Background: an optimization exercise with open tools, aiming at small area. Do not read the settings as production practice. The RTL was checked by simulation tests, not by an equivalence proof against the original design. Power and IR drop assume default switching activity.

--- run.sh ---
#!/bin/bash
# synth_recipe.tcl (not shown) runs the flow's synth.tcl, then flattens the netlist and writes it again
# the make line also repeats each setting of config.mk as NAME=value (left out here)
make -C /OpenROAD-flow-scripts/flow DESIGN_CONFIG=/design/flow/config.mk WORK_HOME=/design/flow/orfs CLKGATE_MAP_FILE= SYNTH_SCRIPT=/design/flow/synth_recipe.tcl finish
--- design.v ---
`timescale 1ns / 1ps
module speed_select(
	input		clk,
	input		rst_n,
	input		bps_start,
	output reg	clk_bps
	);
	reg[3:0]	cnt;
	always @ (posedge clk)
		if(!bps_start)	cnt <= 4'd0;
		else			cnt <= cnt + 1'b1;
	always @ (posedge clk)
		clk_bps <= (cnt == 4'd7);
endmodule
`timescale 1ns / 1ps
module my_uart_rx #(parameter HOLD = 1) (
	input			clk,
	input			rst_n,
	input			rs232_rx,
	output[7:0]		rx_data,
	output reg		rx_data_valid
	);
	reg		rx0, rx1, rx2, rx3;
	always @ (posedge clk or negedge rst_n)
		if(!rst_n) begin
			rx0 <= 1'b0; rx1 <= 1'b0; rx2 <= 1'b0; rx3 <= 1'b0;
		end else begin
			rx0 <= rs232_rx; rx1 <= rx0; rx2 <= rx1; rx3 <= rx2;
		end
	wire	neg_rx = rx3 & rx2 & ~rx1 & ~rx0;
	reg			rx_int;
	reg[3:0]	num;
	wire		clk_bps;
	speed_select sp(.clk(clk), .rst_n(rst_n), .bps_start(rx_int), .clk_bps(clk_bps));
	always @ (posedge clk or negedge rst_n)
		if(!rst_n) begin
			rx_int <= 1'b0;
			rx_data_valid <= 1'b0;
		end else if(neg_rx) begin
			rx_int <= 1'b1;
			rx_data_valid <= 1'b0;
		end else if(num == 4'd10) begin
			rx_int <= 1'b0;
			rx_data_valid <= 1'b1;
		end else
			rx_data_valid <= 1'b0;
	reg[7:0]	tmp;
	always @ (posedge clk)
		if(rx_int && clk_bps)
			case(num)
			4'd1: tmp[0] <= rs232_rx;
			4'd2: tmp[1] <= rs232_rx;
			4'd3: tmp[2] <= rs232_rx;
			4'd4: tmp[3] <= rs232_rx;
			4'd5: tmp[4] <= rs232_rx;
			4'd6: tmp[5] <= rs232_rx;
			4'd7: tmp[6] <= rs232_rx;
			4'd8: tmp[7] <= rs232_rx;
			default: ;
			endcase
	generate if(HOLD) begin : g_hold
		reg[7:0]	hold;
		always @ (posedge clk)
			if(rx_int && !clk_bps && num == 4'd10)
				hold <= tmp;
		assign rx_data = hold;
	end else begin : g_direct
		assign rx_data = tmp;
	end endgenerate
	always @ (posedge clk or negedge rst_n)
		if(!rst_n)
			num <= 4'd0;
		else if(rx_int) begin
			if(clk_bps)				num <= num + 1'b1;
			else if(num == 4'd10)	num <= 4'd0;
		end
endmodule
`timescale 1ns / 1ps
module my_uart_tx #(parameter LEN = 20, parameter CW = 5, parameter CHK = 0) (
	input				clk,
	input				rst_n,
	input				frame_start,
	input[7:0]			byte_in,
	output reg			busy,
	output reg[CW-1:0]	cnt,
	output				cap,
	output reg			tx_en,
	output				late,
	output reg			tx
	);
	wire		tx_done_w;
	reg			byte_start;
	reg[7:0]	ivl;
	always @ (posedge clk or negedge rst_n)
		if(!rst_n)					busy <= 1'b0;
		else if(frame_start)		busy <= 1'b1;
		else if(cnt == LEN)			busy <= 1'b0;
	always @ (posedge clk or negedge rst_n)
		if(!rst_n)					cnt <= 0;
		else if(tx_done_w)			cnt <= cnt + 1'b1;
		else if(cnt == LEN)			cnt <= 0;
	always @ (posedge clk or negedge rst_n)
		if(!rst_n)					ivl <= 8'd0;
		else if(tx_done_w)			ivl <= 8'd0;
		else if(!byte_start)		ivl <= ivl + 1'b1;
		else						ivl <= 8'd0;
	always @ (posedge clk or negedge rst_n)
		if(!rst_n)					byte_start <= 1'b0;
		else if(tx_done_w)			byte_start <= 1'b0;
		else if((ivl > 8'd5) && busy) byte_start <= 1'b1;
	reg			int1, int2;
	reg[3:0]	num;
	reg			tx_done;
	wire		clk_bps;
	assign		tx_done_w = tx_done;
	assign		cap = int1 & ~int2;
	speed_select sp(.clk(clk), .rst_n(rst_n), .bps_start(tx_en), .clk_bps(clk_bps));
	always @ (posedge clk or negedge rst_n)
		if(!rst_n) begin int1 <= 1'b0; int2 <= 1'b0; end
		else begin int1 <= byte_start; int2 <= int1; end
	always @ (posedge clk or negedge rst_n)
		if(!rst_n)				tx_en <= 1'b0;
		else if(cap)			tx_en <= 1'b1;
		else if(num == 4'd12)	tx_en <= 1'b0;
	assign		late = (tx_en && (num >= 4'd9)) || tx_done;
	wire		dbit = tx_en && clk_bps && (num >= 4'd1) && (num <= 4'd8);
	wire		last = CHK && (cnt == LEN - 1);
	reg[7:0]	acc;
	reg			cy;
	wire		b_in = byte_in[num - 1'b1];
	wire		a0 = (cnt == 0) ? 1'b0 : acc[0];
	wire		ci = (num == 4'd1) ? 1'b0 : cy;
	always @ (posedge clk)
		if(CHK && dbit) begin
			acc <= {last ? acc[0] : (a0 ^ b_in ^ ci), acc[7:1]};
			cy <= (a0 & b_in) | (a0 & ci) | (b_in & ci);
		end
	wire		dout = last ? acc[0] : b_in;
	always @ (posedge clk or negedge rst_n)
		if(!rst_n) begin
			num <= 4'd0;
			tx <= 1'b1;
			tx_done <= 1'b0;
		end else if(tx_en) begin
			if(clk_bps) begin
				num <= num + 1'b1;
				case(num)
				4'd0: tx <= 1'b0;
				4'd1, 4'd2, 4'd3, 4'd4, 4'd5, 4'd6, 4'd7, 4'd8:
					tx <= dout;
				default: tx <= 1'b1;
				endcase
			end else if(num == 4'd12) begin
				num <= 4'd0;
				tx_done <= 1'b1;
			end
		end else
			tx_done <= 1'b0;
endmodule
`timescale 1ns / 1ps
module dline #(parameter N = 54) (
	input			clk,
	input[7:0]		din,
	output[7:0]		tap
	);
	reg[8*N-1:0]	sr;
	always @ (posedge clk)
		sr <= {din, sr[8*N-1:8]};
	assign tap = sr[7:0];
endmodule
`timescale 1ns / 1ps
module can_rw(
	input		clk,
	input 		reset_n,
	input		rd_start,
	input		wr_start,
	input[7:0]	address,
	input[7:0]	tx_data,
	output		en_out,
	output reg[7:0]	can_out,
	output		rd_valid,
	output		convert_dir,
	output 		can_ale,
	output 		can_wr_n,can_rd_n,can_cs_n,
	output		rd_done,wr_done
    );
	reg[3:0] 	op_state;
	always @ (posedge clk or negedge reset_n)
		if(!reset_n)
			op_state <= 4'd0;
		else if(rd_start)
			op_state <= (op_state == 4'd11) ? 4'd0 : op_state + 1'b1;
		else if(wr_start)
			op_state <= (op_state == 4'd10) ? 4'd0 : op_state + 1'b1;
		else
			op_state <= 4'd0;
	always @ (posedge clk or negedge reset_n)
		if(!reset_n)
			can_out <= 8'd0;
		else if(!rd_start && !wr_start)
			can_out <= 8'd0;
		else if(op_state == 4'd2)
			can_out <= address;
		else if(!rd_start && (op_state == 4'd6))
			can_out <= tx_data;
	wire	wr = wr_start;
	wire	rd = !wr_start;
	assign	can_ale		= (op_state == 4'd3);
	assign	en_out		= (rd && (op_state >= 4'd3) && (op_state <= 4'd4)) ||
						  (wr && (op_state >= 4'd3) && (op_state <= 4'd9));
	assign	can_cs_n	= !((rd && (op_state >= 4'd5) && (op_state <= 4'd10)) ||
						    (wr && (op_state >= 4'd5) && (op_state <= 4'd9)));
	assign	can_rd_n	= !(rd && (op_state >= 4'd6) && (op_state <= 4'd9));
	assign	can_wr_n	= !(wr && (op_state >= 4'd6) && (op_state <= 4'd8));
	assign	convert_dir	= !((rd && (op_state >= 4'd1) && (op_state <= 4'd4)) ||
						    (wr && (op_state >= 4'd1) && (op_state <= 4'd9)));
	assign	rd_valid	= rd && (op_state == 4'd8);
	assign	rd_done		= (op_state == 4'd11);
	assign	wr_done		= wr && (op_state == 4'd10);
endmodule
`timescale 1ns / 1ps
module SJA1000(
	input clk,
	input reset_n,
	output			can_rx_done,
	output[47:0]	can_rx_data,
	input[39:0]		can_tx_data,
	output			can_tx_done,
	output			can_error,
	output		convert_dir,
	input[7:0] 	can_in,
	output[7:0] can_out,
	output		en_out,
	output		rd_valid,
	output can_ale,
	output can_wr_n,can_rd_n,can_cs_n,
	output can_rst
    );
	assign	can_rst		= 1'b1;
	assign	can_error	= 1'b0;
	assign	can_rx_done	= 1'b0;
	assign	can_rx_data	= 48'd0;
	assign	can_tx_done	= 1'b0;
	reg[6:0]	pc;
	reg			rs, ws;		 
	reg[1:0]	g;			 
	reg			spur;		 
	reg[6:0]	cr;			 
	wire[7:0]	rx_data = can_in;
	wire		rd_done, wr_done;
	localparam[6:0]
		I0  = {2'd2, 5'h00},	 
		I1  = {2'd3, 5'h00},	 
		I2  = {2'd2, 5'h1F},	 
		I3  = {2'd3, 5'h1F},	 
		I4  = {2'd2, 5'h14},	 
		I7  = {2'd2, 5'h17},
		I8  = {2'd2, 5'h06},	 
		I10 = {2'd2, 5'h08},
		I11 = {2'd0, 5'h00},	 
		I12 = {2'd1, 5'h00},	 
		L0  = {2'd0, 5'h02},	 
		L1  = {2'd0, 5'h11},	 
		L10 = {2'd0, 5'h1A},
		L11 = {2'd1, 5'h01},	 
		L12 = {2'd3, 5'h02},	 
		L13 = {2'd1, 5'h10},	 
		L22 = {2'd1, 5'h19},
		L23 = {2'd3, 5'h01};	 
	wire[4:0]	op_addr = pc[4:0];
	wire		op_wr = (pc[6:5] == 2'd1) || (pc[6:5] == 2'd2) || (pc == L23);
	reg[7:0]	op_data;
	always @ (*)
		case(pc)
		I0:					op_data = 8'h09;
		I2:					op_data = 8'hC8;
		{2'd2, 5'h14}, {2'd2, 5'h15}, {2'd2, 5'h16}, I7:
							op_data = 8'hFF;
		I8:					op_data = 8'h01;
		{2'd2, 5'h07}:		op_data = 8'h1C;
		I10:				op_data = 8'h1A;
		I12:				op_data = {cr, 1'b0};
		L11, L23:			op_data = 8'h04;
		L13:				op_data = 8'h85;
		{2'd1, 5'h11}:		op_data = 8'h06;
		{2'd1, 5'h12}:		op_data = 8'h04;
		{2'd1, 5'h13}:		op_data = 8'h10;
		default:			op_data = 8'h00;
		endcase
	wire		done = (rs && rd_done) || (ws && wr_done);
	reg			retry;		 
	reg[6:0]	nxt;
	reg[1:0]	gap;		 
	always @ (*) begin
		nxt = {pc[6:5], pc[4:0] + 1'b1}; gap = 2'd0;
		case(pc)
		I0:		nxt = I1;
		I1:		nxt = rx_data[0] ? I2 : I0;
		I2:		nxt = I3;
		I3:		nxt = (rx_data == 8'hC8) ? I4 : I2;
		I7:		nxt = I8;
		I10:	nxt = I11;
		I11:	nxt = I12;
		I12:	begin nxt = L0; gap = 2'd2; end
		L0:		begin nxt = L1; gap = 2'd2; end
		L10:	begin nxt = L11; gap = 2'd2; end
		L11:	begin nxt = L12; gap = 2'd1; end
		L12:	nxt = L13;
		L22:	begin nxt = L23; gap = 2'd2; end
		L23:	begin nxt = L0; gap = 2'd2; end
		default: ;
		endcase
		case(pc)
		L0:				retry = !rx_data[0];
		L1:				retry = (rx_data != 8'h06);
		{2'd0, 5'h12}:	retry = (rx_data != 8'h02);
		{2'd0, 5'h13}:	retry = (rx_data != 8'h04);
		{2'd0, 5'h14}:	retry = (rx_data != 8'h00);
		L12:			retry = !rx_data[2];
		default:		retry = 1'b0;
		endcase
	end
	always @ (posedge clk or negedge reset_n)
		if(!reset_n) begin
			pc <= I0;
			rs <= 1'b0;
			ws <= 1'b0;
			g <= 2'd1;
			spur <= 1'b0;
		end else if(spur) begin
			rs <= 1'b0;
			spur <= 1'b0;
			g <= 2'd1;
		end else if(rs || ws) begin
			if(done && !retry) begin
				pc <= nxt;
				g <= gap;
				if(pc == L12)
					spur <= 1'b1;		 
				else
					rs <= 1'b0;
				ws <= 1'b0;
			end
		end else if(g != 2'd0)
			g <= g - 1'b1;
		else begin
			rs <= !op_wr;
			ws <= op_wr;
		end
	always @ (posedge clk)
		if(done && (pc == I11))	cr <= rx_data[7:1];
can_rw can_rw_inst (
    .clk(clk),
    .reset_n(reset_n),
    .rd_start(rs),
    .wr_start(ws),
    .address({3'b000, op_addr}),
    .tx_data(op_data),
    .en_out(en_out),
    .can_out(can_out),
    .rd_valid(rd_valid),
    .convert_dir(convert_dir),
    .can_ale(can_ale),
    .can_wr_n(can_wr_n),
    .can_rd_n(can_rd_n),
    .can_cs_n(can_cs_n),
    .rd_done(rd_done),
    .wr_done(wr_done)
    );
endmodule
`timescale 1ns / 1ps
module rx_frame #(
	parameter		CW		= 6,
	parameter[7:0]	LEN		= 8'd57,
	parameter[7:0]	SOF_L	= 8'h9F,
	parameter[7:0]	SOF_H	= 8'hE4,
	parameter		HOLD	= 1
	)(
	input				clk,
	input				reset_n,
	input				rx,
	output[7:0]			rx_byte,
	output				rx_valid,
	output reg[1:0]		state,
	output reg[CW-1:0]	cnt,
	output				wr,
	output				wr_last,
	output reg			done,
	output				done_first
	);
	my_uart_rx #(.HOLD(HOLD)) u_rx(.clk(clk), .rst_n(reset_n), .rs232_rx(rx),
					.rx_data(rx_byte), .rx_data_valid(rx_valid));
	reg		lastL, sof;
	always @ (posedge clk or negedge reset_n)
		if(!reset_n) begin
			lastL <= 1'b0;
			sof <= 1'b0;
		end else begin
			if(rx_valid) lastL <= (rx_byte == SOF_L);
			sof <= rx_valid && (rx_byte == SOF_H) && lastL;
		end
	reg			cerr;
	reg[12:0]	t1;
	wire		tmo = (t1 == 13'h08AF);
	always @ (posedge clk or negedge reset_n)
		if(!reset_n)						state <= 2'd0;
		else if(sof && (cnt < 3))			state <= 2'd1;
		else if(cnt == LEN - 1)				state <= 2'd2;
		else if(done)						state <= 2'd0;
		else if(cerr || tmo)				state <= 2'd0;
	reg[7:0]	sum;
	always @ (posedge clk or negedge reset_n)
		if(!reset_n)
			cnt <= 0;
		else case(state)
			2'd0: cnt <= 2;
			2'd1, 2'd2: if(rx_valid) cnt <= cnt + 1'b1;
			default: ;
		endcase
	always @ (posedge clk)
		case(state)
		2'd0: sum <= SOF_H + SOF_L;
		2'd1: if(rx_valid) sum <= sum + rx_byte;
		default: ;
		endcase
	always @ (posedge clk or negedge reset_n)
		if(!reset_n) begin
			done <= 1'b0;
			cerr <= 1'b0;
		end else begin
			done <= (cnt == LEN) && (sum == rx_byte);
			cerr <= (cnt == LEN) && (sum != rx_byte);
		end
	always @ (posedge clk or negedge reset_n)
		if(!reset_n)						t1 <= 13'd0;
		else if(done || tmo || rx_valid)	t1 <= 13'd0;
		else								t1 <= {t1[11:0], ~(t1[12] ^ t1[3] ^ t1[2] ^ t1[0])};
	assign	wr			= rx_valid && (state == 2'd1);
	assign	wr_last		= rx_valid && (state == 2'd2);
	assign	done_first	= done && (state == 2'd2);
endmodule
`timescale 1ns / 1ps
module dataControl(
	input			clk,
	input			reset_n,
	output			period_start,
	output			smp,
	output[6:0]		idx,
	output			adt_start
	);
	reg[14:0]	timerCnt;
	reg			started;
	always @ (posedge clk or negedge reset_n)
		if(!reset_n)					timerCnt <= 15'd0;
		else if(timerCnt == 15'd24999)	timerCnt <= 15'd0;
		else							timerCnt <= timerCnt + 1'b1;
	always @ (posedge clk or negedge reset_n)
		if(!reset_n)			started <= 1'b0;
		else if(period_start)	started <= 1'b1;
	assign	period_start = (timerCnt == 15'd24998);
	wire	low = (timerCnt[14:9] == 6'd0);		 
	assign	smp = started && low && (timerCnt[1:0] == 2'd0) &&
				  (timerCnt[8:2] >= 7'd1) && (timerCnt[8:2] <= 7'd66);
	assign	idx = timerCnt[8:2];
	assign	adt_start = started && low && (timerCnt[8:0] >= 9'd267) && (timerCnt[8:0] <= 9'd270);
endmodule
`timescale 1ns / 1ps
module cpmTop(
	input clk,
	input reset_n,
	input rx_wenmiao,
	input rx_fakong,
	input rx_adt,
	output tx_wenmiao,
	output tx_fakong,
	output tx_adt,
	input[7:0]  SJA1000_add_data_i,
	output[7:0] SJA1000_add_data_o,
	output      SJA1000_add_data_oe,
	output can_ale,can_cs_n,can_rd_n,can_wr_n,can_rst,
	output convert_dir
    );
	wire		rd_valid;
	reg[7:0]	can_in;		 
	always @ (posedge clk)
		if(rd_valid)	can_in <= SJA1000_add_data_i;
SJA1000 SJA1000_inst (
    .clk(clk),
    .reset_n(reset_n),
    .can_rx_done(),
    .can_rx_data(),
    .can_tx_data(40'd0),
    .can_tx_done(),
    .can_error(),
    .convert_dir(convert_dir),
    .can_in(can_in),
    .can_out(SJA1000_add_data_o),
    .en_out(SJA1000_add_data_oe),
    .rd_valid(rd_valid),
    .can_ale(can_ale),
    .can_wr_n(can_wr_n),
    .can_rd_n(can_rd_n),
    .can_cs_n(can_cs_n),
    .can_rst(can_rst)
    );
	wire		period_start, smp, adt_start;
	wire[6:0]	idx;
	dataControl dc (.clk(clk), .reset_n(reset_n), .period_start(period_start),
					.smp(smp), .idx(idx), .adt_start(adt_start));
	wire[7:0]	w_byte;
	wire		w_valid, w_wr, w_wrl, w_done, w_df;
	wire[1:0]	w_state;
	wire[5:0]	w_cnt;
	rx_frame #(.CW(6), .LEN(8'd57), .SOF_L(8'h9F), .SOF_H(8'hE4)) w_rx (
		.clk(clk), .reset_n(reset_n), .rx(rx_wenmiao), .rx_byte(w_byte), .rx_valid(w_valid),
		.state(w_state), .cnt(w_cnt), .wr(w_wr), .wr_last(w_wrl), .done(w_done), .done_first(w_df));
	reg[5:0]	wcol;
	always @ (posedge clk or negedge reset_n)
		if(!reset_n)			wcol <= 6'd3;
		else if(wcol == 6'd56)	wcol <= 6'd3;
		else					wcol <= wcol + 1'b1;
	reg			wptr;		 
	reg			wv;			 
	reg[7:0]	wlg56;		 
	reg			wpend;		 
	always @ (posedge clk or negedge reset_n)
		if(!reset_n) begin
			wptr <= 1'b0;
			wv <= 1'b0;
			wpend <= 1'b0;
		end else begin
			if(w_df) begin
				wptr <= ~wptr;
				wv <= 1'b1;
			end
			if(w_wr && (w_cnt <= 6'd55))		wpend <= 1'b1;
			else if(wpend && (wcol == w_cnt))	wpend <= 1'b0;
		end
	always @ (posedge clk)
		if(w_df) wlg56 <= w_byte;
	wire		wput = wpend && (wcol == w_cnt);
	wire[7:0]	wa_tap, wb_tap, ws_tap;
	dline #(.N(54)) wl_a (.clk(clk), .din((wput &&  wptr) ? w_byte : wa_tap), .tap(wa_tap));
	dline #(.N(54)) wl_b (.clk(clk), .din((wput && !wptr) ? w_byte : wb_tap), .tap(wb_tap));
	wire[7:0]	f_byte;
	wire		f_valid, f_wr, f_wrl, f_done, f_df;
	wire[1:0]	f_state;
	wire[3:0]	f_cnt;
	rx_frame #(.CW(4), .LEN(8'd9), .SOF_L(8'h8E), .SOF_H(8'hAA), .HOLD(0)) f_rx (
		.clk(clk), .reset_n(reset_n), .rx(rx_fakong), .rx_byte(f_byte), .rx_valid(f_valid),
		.state(f_state), .cnt(f_cnt), .wr(f_wr), .wr_last(f_wrl), .done(f_done), .done_first(f_df));
	reg[3:0]	fcol;
	always @ (posedge clk or negedge reset_n)
		if(!reset_n)			fcol <= 4'd3;
		else if(fcol == 4'd8)	fcol <= 4'd3;
		else					fcol <= fcol + 1'b1;
	reg			fptr, fv, fpend;
	reg[7:0]	flg8;
	always @ (posedge clk or negedge reset_n)
		if(!reset_n) begin
			fptr <= 1'b0;
			fv <= 1'b0;
			fpend <= 1'b0;
		end else begin
			if(f_df) begin
				fptr <= ~fptr;
				fv <= 1'b1;
			end
			if(f_wr && (f_cnt <= 4'd7))			fpend <= 1'b1;
			else if(fpend && (fcol == f_cnt))	fpend <= 1'b0;
		end
	always @ (posedge clk)
		if(f_df) flg8 <= f_byte;
	wire		fput = fpend && (fcol == f_cnt);
	wire[7:0]	fa_tap, fb_tap, fs_tap;
	dline #(.N(6)) fl_a (.clk(clk), .din((fput &&  fptr) ? f_byte : fa_tap), .tap(fa_tap));
	dline #(.N(6)) fl_b (.clk(clk), .din((fput && !fptr) ? f_byte : fb_tap), .tap(fb_tap));
	wire[7:0]	a_byte;
	wire		a_valid, a_wr, a_wrl, a_done, a_df;
	wire[1:0]	a_state;
	wire[4:0]	a_cnt;
	rx_frame #(.CW(5), .LEN(8'd25), .SOF_L(8'h64), .SOF_H(8'h00), .HOLD(0)) a_rx (
		.clk(clk), .reset_n(reset_n), .rx(rx_adt), .rx_byte(a_byte), .rx_valid(a_valid),
		.state(a_state), .cnt(a_cnt), .wr(a_wr), .wr_last(a_wrl), .done(a_done), .done_first(a_df));
	reg[4:0]	acol;
	always @ (posedge clk or negedge reset_n)
		if(!reset_n)			acol <= 5'd3;
		else if(acol == 5'd19)	acol <= 5'd3;
		else					acol <= acol + 1'b1;
	reg			aptr, av, apend;
	reg[7:0]	aip20, aip21, alg20, alg21;
	always @ (posedge clk or negedge reset_n)
		if(!reset_n) begin
			aptr <= 1'b0;
			av <= 1'b0;
			apend <= 1'b0;
		end else begin
			if(a_df) begin
				aptr <= ~aptr;
				av <= 1'b1;
			end
			if(a_wr && (a_cnt <= 5'd18))		apend <= 1'b1;
			else if(apend && (acol == a_cnt))	apend <= 1'b0;
		end
	always @ (posedge clk) begin
		if(a_wr && (a_cnt == 5'd20)) aip20 <= a_byte;
		if(a_wr && (a_cnt == 5'd21)) aip21 <= a_byte;
		if(a_df) begin
			alg20 <= aip20;
			alg21 <= aip21;
		end
	end
	wire		aput = apend && (acol == a_cnt);
	wire[7:0]	aa_tap, ab_tap, wt_tap;
	dline #(.N(17)) al_a (.clk(clk), .din((aput &&  aptr) ? a_byte : aa_tap), .tap(aa_tap));
	dline #(.N(17)) al_b (.clk(clk), .din((aput && !aptr) ? a_byte : ab_tap), .tap(ab_tap));
	wire		wt_busy, wt_cap, wt_en, wt_late;
	wire[4:0]	wt_cnt;
	reg[7:0]	wt_byte;
	my_uart_tx #(.LEN(20), .CW(5), .CHK(1)) wt (.clk(clk), .rst_n(reset_n), .frame_start(period_start),
		.byte_in(wt_byte), .busy(wt_busy), .cnt(wt_cnt), .cap(wt_cap), .tx_en(wt_en), .late(wt_late), .tx(tx_wenmiao));
	reg[1:0]	wbr;
	reg			wbuilt, wp, wpv;
	reg			warm, wact;
	always @ (posedge clk or negedge reset_n)
		if(!reset_n) begin
			wbr <= 2'd0;
			wbuilt <= 1'b0;
			warm <= 1'b0;
			wact <= 1'b0;
		end else begin
			wbr <= {wbr[0], wt_busy};
			if(wbr[1] & ~wbr[0]) begin
				wbuilt <= 1'b1;
				warm <= 1'b1;
			end else if(acol == 5'd3)
				warm <= 1'b0;
			if(warm && (acol == 5'd3))	wact <= 1'b1;
			else if(acol == 5'd19)		wact <= 1'b0;
		end
	always @ (posedge clk)
		if(wbr[1] & ~wbr[0]) begin
			wp <= aptr;
			wpv <= av;
		end
	wire[7:0]	wt_src = wpv ? (wp ? ab_tap : aa_tap) : 8'd0;
	dline #(.N(17)) wtl (.clk(clk), .din((warm | wact) ? wt_src : wt_tap), .tap(wt_tap));
	reg[7:0]	pfw;
	always @ (posedge clk) begin
		if({1'b0, acol} == {1'b0, wt_cnt} + (wt_late ? 6'd2 : 6'd1)) pfw <= wt_tap;
	end
	always @ (*)
		if(!wbuilt)				wt_byte = 8'd0;
		else if(wt_cnt == 5'd0)	wt_byte = 8'h64;
		else if(wt_cnt == 5'd1)	wt_byte = 8'h00;
		else					wt_byte = pfw;
	wire		ft_busy, ft_cap, ft_en, ft_late;
	wire[5:0]	ft_cnt;
	reg[7:0]	ft_byte;
	my_uart_tx #(.LEN(32), .CW(6), .CHK(1)) ft (.clk(clk), .rst_n(reset_n), .frame_start(period_start),
		.byte_in(ft_byte), .busy(ft_busy), .cnt(ft_cnt), .cap(ft_cap), .tx_en(ft_en), .late(ft_late), .tx(tx_fakong));
	reg[1:0]	fbr;
	reg			fbuilt, fp, fpv;
	reg[7:0]	fw4, fw5, fw6, fw7, fw14, fw15, fa20, fa21;
	always @ (posedge clk or negedge reset_n)
		if(!reset_n) begin
			fbr <= 2'd0;
			fbuilt <= 1'b0;
		end else begin
			fbr <= {fbr[0], ft_busy};
			if(fbr[1] & ~fbr[0])
				fbuilt <= 1'b1;
		end
	reg			marm, mact, mmode;
	wire		mwin = marm | mact;
	always @ (posedge clk or negedge reset_n)
		if(!reset_n) begin
			marm <= 1'b0;
			mact <= 1'b0;
			mmode <= 1'b0;
		end else begin
			if(fbr[1] & ~fbr[0]) begin
				marm <= 1'b1;
				mmode <= 1'b1;
			end else if(smp && (idx == 7'd56)) begin
				marm <= 1'b1;
				mmode <= 1'b0;
			end else if(wcol == 6'd3)
				marm <= 1'b0;
			if(marm && (wcol == 6'd3))	mact <= 1'b1;
			else if(wcol == 6'd56)		mact <= 1'b0;
		end
	wire[7:0]	fw_src = fpv ? (fp ? wb_tap : wa_tap) : 8'd0;
	always @ (posedge clk) begin
		if(fbr[1] & ~fbr[0]) begin
			fp <= wptr;
			fpv <= wv;
			fa20 <= av ? alg20 : 8'd0;
			fa21 <= av ? alg21 : 8'd0;
		end
		if(mwin && mmode)
			case(wcol)
			6'd5:  fw4  <= fw_src;
			6'd6:  fw5  <= fw_src;
			6'd7:  fw6  <= fw_src;
			6'd8:  fw7  <= fw_src;
			6'd15: fw14 <= fw_src;
			6'd16: fw15 <= fw_src;
			default: ;
			endcase
	end
	always @ (*)
		if(!fbuilt)				ft_byte = 8'd0;
		else case(ft_cnt)
			6'd0:			ft_byte = 8'hAA;
			6'd1:			ft_byte = 8'h8E;
			6'd10, 6'd11:	ft_byte = 8'h55;
			6'd14:			ft_byte = fw4;
			6'd15:			ft_byte = fw5;
			6'd16:			ft_byte = fw6;
			6'd17:			ft_byte = fw7;
			6'd18:			ft_byte = fw14;
			6'd19:			ft_byte = fw15;
			6'd20, 6'd21:	ft_byte = 8'hAA;
			6'd22:			ft_byte = fa20;
			6'd23:			ft_byte = fa21;
			default:		ft_byte = 8'd0;
		endcase
	reg			s0, s1, s57, s58, p0, v0, fp0, fv0;
	reg[5:0]	jf;
	reg[3:0]	fjf;
	reg[7:0]	s56, sf65;
	always @ (posedge clk)
		if(smp) begin
			case(idx)
			7'd1: begin s0 <= wv; p0 <= wptr; v0 <= wv; end
			7'd2: s1 <= wv;
			7'd57: s56 <= wv ? wlg56 : 8'd0;
			7'd58: s57 <= fv;
			7'd59: s58 <= fv;
			7'd60: begin fp0 <= fptr; fv0 <= fv; end
			7'd66: sf65 <= fv ? flg8 : 8'd0;
			default: ;
			endcase
			if(idx == 7'd1)
				jf <= 6'd63;
			else if((idx <= 7'd56) && (wptr != p0) && (jf == 6'd63))
				jf <= idx[5:0];				 
			if(idx == 7'd60)
				fjf <= 4'd15;
			else if((idx >= 7'd61) && (idx <= 7'd65) && (fptr != fp0) && (fjf == 4'd15))
				fjf <= idx[3:0] + 4'd7;		 
		end
	wire[7:0]	s_old = v0 ? (p0 ? wb_tap : wa_tap) : 8'd0;
	wire[7:0]	s_new = p0 ? wa_tap : wb_tap;
	wire[7:0]	s_src = (wcol < jf) ? s_old : s_new;
	dline #(.N(54)) wl_s (.clk(clk), .din((mwin && !mmode) ? s_src : ws_tap), .tap(ws_tap));
	reg			farm, fact;
	always @ (posedge clk or negedge reset_n)
		if(!reset_n) begin
			farm <= 1'b0;
			fact <= 1'b0;
		end else begin
			if(smp && (idx == 7'd65))	farm <= 1'b1;
			else if(fcol == 4'd3)		farm <= 1'b0;
			if(farm && (fcol == 4'd3))	fact <= 1'b1;
			else if(fcol == 4'd8)		fact <= 1'b0;
		end
	wire[7:0]	f_old = fv0 ? (fp0 ? fb_tap : fa_tap) : 8'd0;
	wire[7:0]	f_new = fp0 ? fa_tap : fb_tap;
	wire[7:0]	f_src = (fcol < fjf) ? f_old : f_new;
	dline #(.N(6)) fl_s (.clk(clk), .din((farm | fact) ? f_src : fs_tap), .tap(fs_tap));
	wire		at_busy, at_cap, at_en, at_late;
	wire[6:0]	at_cnt;
	reg[7:0]	at_byte, pfa;
	my_uart_tx #(.LEN(66), .CW(7)) at (.clk(clk), .rst_n(reset_n), .frame_start(adt_start),
		.byte_in(at_byte), .busy(at_busy), .cnt(at_cnt), .cap(at_cap), .tx_en(at_en), .late(at_late), .tx(tx_adt));
	wire[6:0]	atg = at_cnt + at_late;
	always @ (posedge clk)
		if({1'b0, wcol} == atg + 7'd1)			pfa <= ws_tap;
		else if({3'b0, fcol} == atg - 7'd56)	pfa <= fs_tap;
	always @ (*)
		case(at_cnt)
		7'd0:	at_byte = s0 ? 8'h9F : 8'h00;
		7'd1:	at_byte = s1 ? 8'hE4 : 8'h00;
		7'd56:	at_byte = s56;
		7'd57:	at_byte = s57 ? 8'h8E : 8'h00;
		7'd58:	at_byte = s58 ? 8'hAA : 8'h00;
		7'd65:	at_byte = sf65;
		default: at_byte = pfa;
		endcase
endmodule
--- constraint.sdc ---
create_clock -name core_clock -period 20.0 [get_ports {clk}]
set_input_delay 4.0000 -clock core_clock [delete_from_list [all_inputs] [get_ports {clk}]]
set_output_delay 4.0000 -clock core_clock [all_outputs]
set_load 0.01 [all_outputs]
--- config.mk ---
export PLATFORM = sky130hd
export DESIGN_NAME = cpmTop
export DESIGN_NICKNAME = cpmTop
export VERILOG_FILES = /design/flow/design.v
export SDC_FILE = /design/flow/constraint.sdc
export NUM_CORES = 4
export LEC_CHECK = 0
export ABC_AREA = 1
export CAP_MARGIN = 20
export CORE_MARGIN = 2
export CORE_UTILIZATION = 70
export CTS_BUF_LIST = sky130_fd_sc_hd__clkbuf_16
export CTS_CLUSTER_DIAMETER = 80
export CTS_CLUSTER_SIZE = 28
export SLEW_MARGIN = 20
==> results of run 1 <==
stage by stage:
step	power (mW)	setup slack, ns	area, sq um	utilization [%]	std cells
detailed placement	5.067	13.39	65800	72.11	6038
floorplan	5.032	14.73	64160	-	4861
finish	7.269	13.31	68660	75.24	6191
CTS	7.322	13.25	68610	75.19	6188
global route	7.507	13.08	68650	75.24	6190
global placement	5.060	13.43	65800	72.11	6038
power by group through the flow:
stage	Combinational [mW]	Clock, mW	Sequential (mW)
2_1_floorplan	0.0564	0	4.98
3_3_place_gp	0.0800	0	4.98
3_5_place_dp	0.0854	0	4.98
4_1_cts	0.0894	2.36	4.87
5_1_grt	0.105	2.52	4.88
6_report	0.0889	2.31	4.87
worst register-to-register path, delay by kind of cell, from the launching register on:
family / cells / cell delay, ns
and+or+nand+nor: 5 / 0.58
adders and majority gates: 4 / 1.09
DFF: 1 / 0.49
xor gates and xnor gates: 3 / 0.51
buffers and inverters: 4 / 0.52
AOI/OAI and AO/OA: 2 / 0.89
cell type report:
cell class,instances,area share (%)
multi-input combinational,1949,15.38
timing repair buffer,42,0.6032
sequential,2386,75.15
antenna,1,0.003645
clock buffer,98,3.572
clock inverter,52,0.5212
tap,1186,2.161
inverter,477,2.610
flip-flops by register name, indices dropped and copies added, names as in the netlist, 13 cells and up:
signal / cells
fl_a.sr: 48
a_rx.t1: 13
fl_s.sr: 48
dc.timerCnt: 15
wl_b.sr: 432
wl_s.sr: 432
f_rx.t1: 13
w_rx.t1: 13
al_a.sr: 136
al_b.sr: 136
fl_b.sr: 48
wtl.sr: 136
wl_a.sr: 432
how the worst max path moves through the flow:
stage	slack (ns)	from	end
after floorplan	14.73	SJA1000_inst.can_rw_inst.op_state[0]$_DFF_PN0_	convert_dir
after global placement	13.43	reset_n	w_rx.cnt[0]$_DFFE_PN0P_
after detailed placement	13.39	reset_n	dc.timerCnt[6]$_DFF_PN0_
after CTS	13.25	SJA1000_inst.can_rw_inst.op_state[0]$_DFF_PN0_	convert_dir
after global routing	13.08	SJA1000_inst.can_rw_inst.op_state[0]$_DFF_PN0_	convert_dir
final	13.31	SJA1000_inst.can_rw_inst.op_state[0]$_DFF_PN0_	convert_dir
cells by family after synthesis:
group / count (synthesis)
AO/OA/AOI/OAI: 452
XOR/XNOR: 76
adder cells (fa/ha/maj): 134
buffers and inverters: 526
flip-flops: 2386
multiplexers: 9
other: 1
AND/OR/NAND/NOR: 1277
metal layers:
layer | routed length, um | vias up | track usage [%]
met3 | 3888 | 138 | 3.060
met2 | 48440 | 476 | 36.42
met1 | 49250 | 15090 | 32.73
met4 | 1667 | 0 | 4.879
met5 | 0 | - | 0
li1 | - | 15720 | -
placed cells by master, fill, tap and decap left out, drive strengths merged, types with 11 or more instances in the layout:
master and count:
a21oi 105, buf 14, clkbuf 98, clkdlybuf4s50 28
clkinv 15, dfrtp 243, dfstp 11, dfxtp 1878
edfxtp 254, ha 128, inv 512, nand2 577
nand3 158, nand4 33, nor2 358, nor3 93
nor3b 13, nor4 20, o211ai 32, o21ai 227
o22ai 28, or2 15, xnor2 25, xor2 51
==> out/metrics.cfg, run 1 <==
[run_status]
status=timing/DRC/antenna clean

[timing]
whs_ns=0.3164
fmax_mhz=149.5
finalSetupTns_ns=0
period_share_pct=33.45
max_slew_margin_pct=31.69
worst_slew_pin_slew_ns=1.025
finalHoldViolCount=0
rsz0062_at_grt=false
setup_viol=0
skew_ns=0.03098
drv_slew=0
period_needed_ns=6.689

[critical_path]
critPathLaunchType=flop
crit_fanout=7
required_ns=16.00
cp.depth=9
cpPeakStageDelay_ns=0.52
path_buf_inv=3
critPathTopFamily=buffers and inverters
reg2reg_to=pfa[0]$_DFFE_PP_
path_class=reg2out
worstPathCellList=inv_1 > ha_1 > o21ai_0 > nand2_1 > nor2_1 > inv_1 > o21ai_0 > a21o_1 > clkdlybuf4s50_1
timing.reg2reg.setup_slack_ns=15.56
worstPathArrival_ns=2.69
endpoint_kind=output pin
r2r-start=at.num[0]$_DFFE_PN0P_
cpMaxStageDelayCell=clkdlybuf4s50_1
worst_r2r_path_depth=18

[min_path]
min_from=wtl.sr[9]$_DFF_P_
whs_path_depth=0
holdPathEnd=wtl.sr[1]$_DFF_P_
min_path_type=reg2reg

[synthesis]
synthSimpleGateAreaFrac_pct=8.501
ys_seq_area_share_pct=80.41
synthAdderAreaFrac_pct=2.683
syn_area_per_cell_sq_um=13.20
syn_area_sq_um=64160
synth_cells=4861
ys.flop_type=dfxtp_1
yosysUniqueCellTypes=66
yosysWarnings=16
yosysTopAreaCell=dfxtp_1
yosys-top-cells-count=dfxtp_1 (1878), nand2_1 (570), inv_1 (462)
synth-compound-area-share_pct=4.027
synth_top_family_by_area=simple AND/OR/NAND/NOR gates
synthXorXnorAreaFrac_pct=1.073
synth.area.top_cells=dfxtp_1 (59%), edfxtp_1 (12%), dfrtp_1 (9.5%)
ys_ff_latch=2386
synth_mux_area_share_pct=0.1560
syn_nets=5008
synth_top_area_share_pct=58.60
synth_async_sr_flop_share_pct=10.65
yosysMostFrequentCell=dfxtp_1
synth_edf_count=254

[cells_and_area]
filler_cell_count=5488
regArea_sq_um=51590
nets=5100
multi_input_area_sq_um=10560
syn_to_final_growth_pct=7.007
drive_gt1_share_pct=4.197

[global_routing]
grt_pass1_vias=31570
grt_pass1_wl_um=167300
antenna_found_initial=3
track_usage_pct=22.44
gr-total-overflow=0
grt_max_degree=125

[drt]
wl_um=103200
drtPass1Iterations=7
wl_per_cell_um=16.68
drt_drc_violations_left=0
first_iter_violations=2422
avgViaCountPerCell=5.075
route.vias.total=31420
antenna_left=0

[floorplan]
die_w_um=306.8
num_rows=111
core-area_sq_um=91250
pin_count=31
start_util_pct=70.32
die_y_um=306.8
die_area_sq_um=94100

[pwr]
ir_worst_vdd_uv=100.7
p_clk_share_pct=31.7
power.density_nw_per_um2=105.9
leakagePower_nw=28.87
sw_frac_of_total_pct=20.06
switching_power_mw=1.458
seqPwrFrac_pct=67.1
internal_power_mw=5.811
p_comb_share_pct=1.2

[clock_network]
htreeDepth=3
cts_tree=done
postCtsSetupRepairBufs=0
root_buffer=clkbuf_16
cts_buffer_depth=3
clk_pin_slew_ns=0.10
hold_buffers=0
cts_made_buffers=97
clk_latency_ns=0.72
cts_resized=0
clock-sinks=2386

[placed_design]
io_buffers=29
place_hpwl_um=63080
gp_congestion=0.8935

[run]
maxCapViolCount=0

==> run 2: changes to the inputs <==
--- a/design.v
+++ b/design.v
@@ -656,4 +656,5 @@
 		else					wt_byte = pfw;
 	wire		ft_busy, ft_cap, ft_en, ft_late;
+	wire[7:0]	ftl_tap;
 	wire[5:0]	ft_cnt;
 	reg[7:0]	ft_byte;
@@ -662,5 +663,5 @@
 	reg[1:0]	fbr;
 	reg			fbuilt, fp, fpv;
-	reg[7:0]	fw4, fw5, fw6, fw7, fw14, fw15, fa20, fa21;
+	reg[7:0]	fa20, fa21, pff;
 	always @ (posedge clk or negedge reset_n)
 		if(!reset_n) begin
@@ -692,4 +693,20 @@
 		end
 	wire[7:0]	fw_src = fpv ? (fp ? wb_tap : wa_tap) : 8'd0;
+	wire		ftl_put = mwin && mmode &&
+						  ((wcol == 6'd5) || (wcol == 6'd6) || (wcol == 6'd7) ||
+						   (wcol == 6'd8) || (wcol == 6'd15) || (wcol == 6'd16));
+	dline #(.N(6)) ftl (.clk(clk), .din(ftl_put ? fw_src : ftl_tap), .tap(ftl_tap));
+	wire[5:0]	ftg = ft_cnt + ft_late;
+	reg[3:0]	ftl_lab;
+	always @ (*)
+		case(ftg)
+		6'd14:	ftl_lab = 4'd5;
+		6'd15:	ftl_lab = 4'd6;
+		6'd16:	ftl_lab = 4'd7;
+		6'd17:	ftl_lab = 4'd8;
+		6'd18:	ftl_lab = 4'd3;
+		6'd19:	ftl_lab = 4'd4;
+		default: ftl_lab = 4'd0;		 
+		endcase
 	always @ (posedge clk) begin
 		if(fbr[1] & ~fbr[0]) begin
@@ -699,14 +716,5 @@
 			fa21 <= av ? alg21 : 8'd0;
 		end
-		if(mwin && mmode)
-			case(wcol)
-			6'd5:  fw4  <= fw_src;
-			6'd6:  fw5  <= fw_src;
-			6'd7:  fw6  <= fw_src;
-			6'd8:  fw7  <= fw_src;
-			6'd15: fw14 <= fw_src;
-			6'd16: fw15 <= fw_src;
-			default: ;
-			endcase
+		if(fcol == ftl_lab) pff <= ftl_tap;
 	end
 	always @ (*)
@@ -716,10 +724,6 @@
 			6'd1:			ft_byte = 8'h8E;
 			6'd10, 6'd11:	ft_byte = 8'h55;
-			6'd14:			ft_byte = fw4;
-			6'd15:			ft_byte = fw5;
-			6'd16:			ft_byte = fw6;
-			6'd17:			ft_byte = fw7;
-			6'd18:			ft_byte = fw14;
-			6'd19:			ft_byte = fw15;
+			6'd14, 6'd15, 6'd16, 6'd17, 6'd18, 6'd19:
+							ft_byte = pff;
 			6'd20, 6'd21:	ft_byte = 8'hAA;
 			6'd22:			ft_byte = fa20;
--- a/config.mk
+++ b/config.mk
@@ -9,7 +9,7 @@
 export CAP_MARGIN = 20
 export CORE_MARGIN = 2
-export CORE_UTILIZATION = 70
+export CORE_UTILIZATION = 65
 export CTS_BUF_LIST = sky130_fd_sc_hd__clkbuf_16
-export CTS_CLUSTER_DIAMETER = 80
-export CTS_CLUSTER_SIZE = 28
+export CTS_CLUSTER_DIAMETER = 100
+export CTS_CLUSTER_SIZE = 30
 export SLEW_MARGIN = 20
==> run 2 against run 1 <==
Register-to-register slack improved by 0.26 ns. Clock-buffer cell count fell by 6. Synthesized area shrank 0.43%.
==> out/metrics.cfg, run 2 <==
[critical_path]
reg2reg_to=pfa[6]$_DFFE_PP_
r2r-start=at.num[0]$_DFFE_PN0P_
worstPathCellList=inv_1 > ha_1 > o21ai_0 > nand2_1 > nor2_1 > inv_1 > o21ai_0 > a31o_2 > clkdlybuf4s50_1
worstPathArrival_ns=2.72  ; +0.03 ns
cpMaxStageDelayCell=clkdlybuf4s50_1
worst_r2r_path_depth=16  ; -2
path_class=reg2out
critPathTopFamily=buffers and inverters
crit_fanout=6  ; -1
timing.reg2reg.setup_slack_ns=15.82  ; +0.26 ns
cpPeakStageDelay_ns=0.53  ; about the same
required_ns=16.00  ; about the same
path_buf_inv=3  ; unchanged
critPathLaunchType=flop
endpoint_kind=output pin

[drt]
avgViaCountPerCell=4.843  ; -4.6%
drtPass1Iterations=5  ; -2
wl_um=91490  ; -11%
drt_drc_violations_left=0  ; unchanged
antenna_left=0  ; unchanged
first_iter_violations=1951  ; -19%
route.vias.total=30120  ; -4.1%
wl_per_cell_um=14.71  ; -12%

[synthesis]
ys_ff_latch=2394  ; +0.34%
syn_area_sq_um=63890  ; -0.43%
synth_top_area_share_pct=60.35  ; +1.8 points
yosysMostFrequentCell=dfxtp_1
syn_nets=4972  ; -0.72%
synth_cells=4822  ; -0.80%
yosysTopAreaCell=dfxtp_1
yosysWarnings=16  ; unchanged
ys.flop_type=dfxtp_1
synth.area.top_cells=dfxtp_1 (60%), edfxtp_1 (10%), dfrtp_1 (9.5%)
ys_seq_area_share_pct=80.38  ; about the same
synth_edf_count=214  ; -16%
syn_area_per_cell_sq_um=13.25  ; +0.38%
yosys-top-cells-count=dfxtp_1 (1926), nand2_1 (535), inv_1 (445)
synth_async_sr_flop_share_pct=10.61  ; -0.036 points
yosysUniqueCellTypes=67  ; +1.5%

[clock_network]
clk_latency_ns=0.71  ; about the same
root_buffer=clkbuf_16
cts_resized=0  ; unchanged
clock-sinks=2394  ; +0.34%
htreeDepth=3  ; unchanged
cts_tree=done
postCtsSetupRepairBufs=0  ; unchanged
hold_buffers=0  ; unchanged
cts_made_buffers=90  ; -7.2%
clk_pin_slew_ns=0.11  ; about the same
cts_buffer_depth=3  ; unchanged

[floorplan]
num_rows=114  ; +2.7%
core-area_sq_um=96990  ; +6.3%
die_y_um=317.5  ; +3.5%
die_area_sq_um=100800  ; +7.1%
start_util_pct=65.87  ; -4.4 points
die_w_um=317.5  ; +3.5%
pin_count=31  ; unchanged

[timing]
period_share_pct=33.61  ; +0.16 points
setup_viol=0  ; unchanged
drv_slew=0  ; unchanged
finalHoldViolCount=0  ; unchanged
skew_ns=0.02718  ; -0.003797 ns
max_slew_margin_pct=31.68  ; about the same
fmax_mhz=148.8  ; -0.48%
rsz0062_at_grt=false
fin_ws_ns=13.28  ; -0.03250 ns
worst_slew_pin_slew_ns=1.017  ; -0.007622 ns
period_needed_ns=6.722  ; +0.03250 ns
finalSetupTns_ns=0  ; unchanged

[pwr]
seqPwrFrac_pct=68.4  ; +1.3 points
p_comb_share_pct=1.1  ; about the same
internal_power_mw=5.735  ; -1.3%
ir_worst_vdd_uv=94.25  ; -6.4%
leakagePower_nw=28.58  ; -1.0%
p_clk_share_pct=30.5  ; -1.2 points
sw_frac_of_total_pct=19.61  ; -0.45 points
switching_power_mw=1.399  ; -4.1%
power.density_nw_per_um2=104.6  ; -1.2%

[min_path]
min_from=wl_a.sr[255]$_DFF_P_
holdPathEnd=wl_a.sr[247]$_DFF_P_
whs_path_depth=0  ; unchanged
min_path_type=reg2reg

[placed_design]
io_buffers=29  ; unchanged
place_hpwl_um=58740  ; -6.9%
gp_congestion=0.8671  ; -3.0%
place_ws_ns=13.99  ; +0.6000 ns

[cells_and_area]
nets=5056  ; -0.86%
reg_top3=wl_a.sr x432, wl_b.sr x432, wl_s.sr x432
fin_util_pct=70.30  ; -4.9 points
antenna_cells=0  ; -1
layout_commonest_cell=dfxtp_1
layout_common_cells=dfxtp_1 (1926), nand2_1 (535), inv_1 (475)
drive_gt1_share_pct=3.904  ; -0.29 points
syn_to_final_growth_pct=6.733

[global_routing]
track_usage_pct=18.39  ; -4.1 points
grt_pass1_wl_um=150500  ; -10%
grt_pass1_vias=29430  ; -6.8%
gr-total-overflow=0  ; unchanged
antenna_found_initial=1  ; -2
grt_max_degree=70  ; -44%

[run]
maxCapViolCount=0  ; unchanged

[run_status]
status=timing/DRC/antenna clean

-- run 2: cell count changes after synthesis, moves of 7 or more --
cell      delta
dfxtp_1     +48
edfxtp_1    -40
inv_1       -17
nand2_1     -35
nand4_1     +12
nor2_1      -26
nor3_1       -8
o22ai_1      -7
-- run 2: per-layer routing --
layer / track usage [%] / vias up / part of all wire, %
met4: 4.899 / 2 / 2.3
met2: 29.34 / 314 / 45
met5: 0 / - / 0.011
li1: - / 15570 / -
met3: 2.609 / 129 / 2.6
met1: 26.75 / 14110 / 50
-- run 2: area by class of cell --
cell class              instances  area [sq um]
well taps                    1276          1597
fillers                      6743         28810
multi-input cells            1919         10600
repair buffers                 40         377.9
clock inverters                38         226.5
flip-flops and latches       2394         51350
clock buffers                  92          2302
inverters                     461          1730
-- run 2: worst max-delay path by stage --
| stage | startpoint | depth (start not counted) | to |
|---|---|---|---|
| after detailed placement | reset_n | 3 | wt.num[0]$_DFFE_PN0P_ |
| final | SJA1000_inst.can_rw_inst.op_state[0]$_DFF_PN0_ | 9 | convert_dir |
| after global routing | SJA1000_inst.can_rw_inst.op_state[0]$_DFF_PN0_ | 9 | convert_dir |
| after CTS | SJA1000_inst.can_rw_inst.op_state[0]$_DFF_PN0_ | 9 | convert_dir |
| after global placement | reset_n | 3 | wt.num[1]$_DFFE_PN0P_ |
| after floorplan | SJA1000_inst.can_rw_inst.op_state[0]$_DFF_PN0_ | 8 | convert_dir |
-- run 2: power by group through the flow --
stage	clock (mW)	sequential, mW	combinational, mW
6_report	2.18	4.88	0.0814
4_1_cts	2.24	4.88	0.0831
5_1_grt	2.40	4.88	0.0983
3_5_place_dp	0	4.99	0.0822
3_3_place_gp	0	4.99	0.0803
2_1_floorplan	0	4.98	0.0561
-- run 2: logic make-up after synthesis --
group | Yosys count | synth area share, %
AO/OA/AOI/OAI | 462 | 4.129
other | 1 | 0.005870
adder cells (fa/ha/maj) | 137 | 2.754
flip-flops | 2394 | 80.38
multiplexers | 9 | 0.1547
AND/OR/NAND/NOR | 1228 | 8.332
buffers and inverters | 509 | 3.036
XOR/XNOR | 82 | 1.206
-- run 2: stage by stage --
stage | power (mW) | hold WS [ns] | cells | instance area, sq um
final | 7.134 | 0.3187 | 6220 | 68190
after global routing | 7.377 | 0.3247 | 6220 | 68190
after CTS | 7.205 | 0.3188 | 6220 | 68180
after detailed placement | 5.068 | 0.3121 | 6090 | 65650
after global placement | 5.066 | 0.3095 | 6090 | 65650
after floorplan | 5.037 | 0.3096 | 4822 | 63890

-- separate check: timing with driven ports --
Ports are ideal in the flow. The routed layouts listed here were re-timed in OpenROAD.
Step 1: set_driving_cell puts a clkbuf_16 on clk and a buf_2 on each other input, an assumption about the parent block.
Step 2 times the ports against the registers' clock, not the clock port: input delays grow and output delays shrink by t, the midpoint of the rising clock arrivals with the driver on.
Slacks: ideal ports / drivers / drivers and shift; pairs: ideal ports / drivers.
| run | t (ns) | setup WS [ns] | worst hold slack (ns) | worst register clock-pin slew, ns |
|---|---|---|---|---|
| run 1 | 0.774 | 13.311 / 13.242 / 13.871 | 0.316 / 0.316 / 0.316 | 0.11 / 0.11 |
| run 2 | 0.758 | 13.278 / 13.211 / 13.969 | 0.319 / 0.319 / 0.319 | 0.12 / 0.12 |
After both steps setup and hold are still met in every run listed. The worst setup slack also covers recovery checks on asynchronous resets.
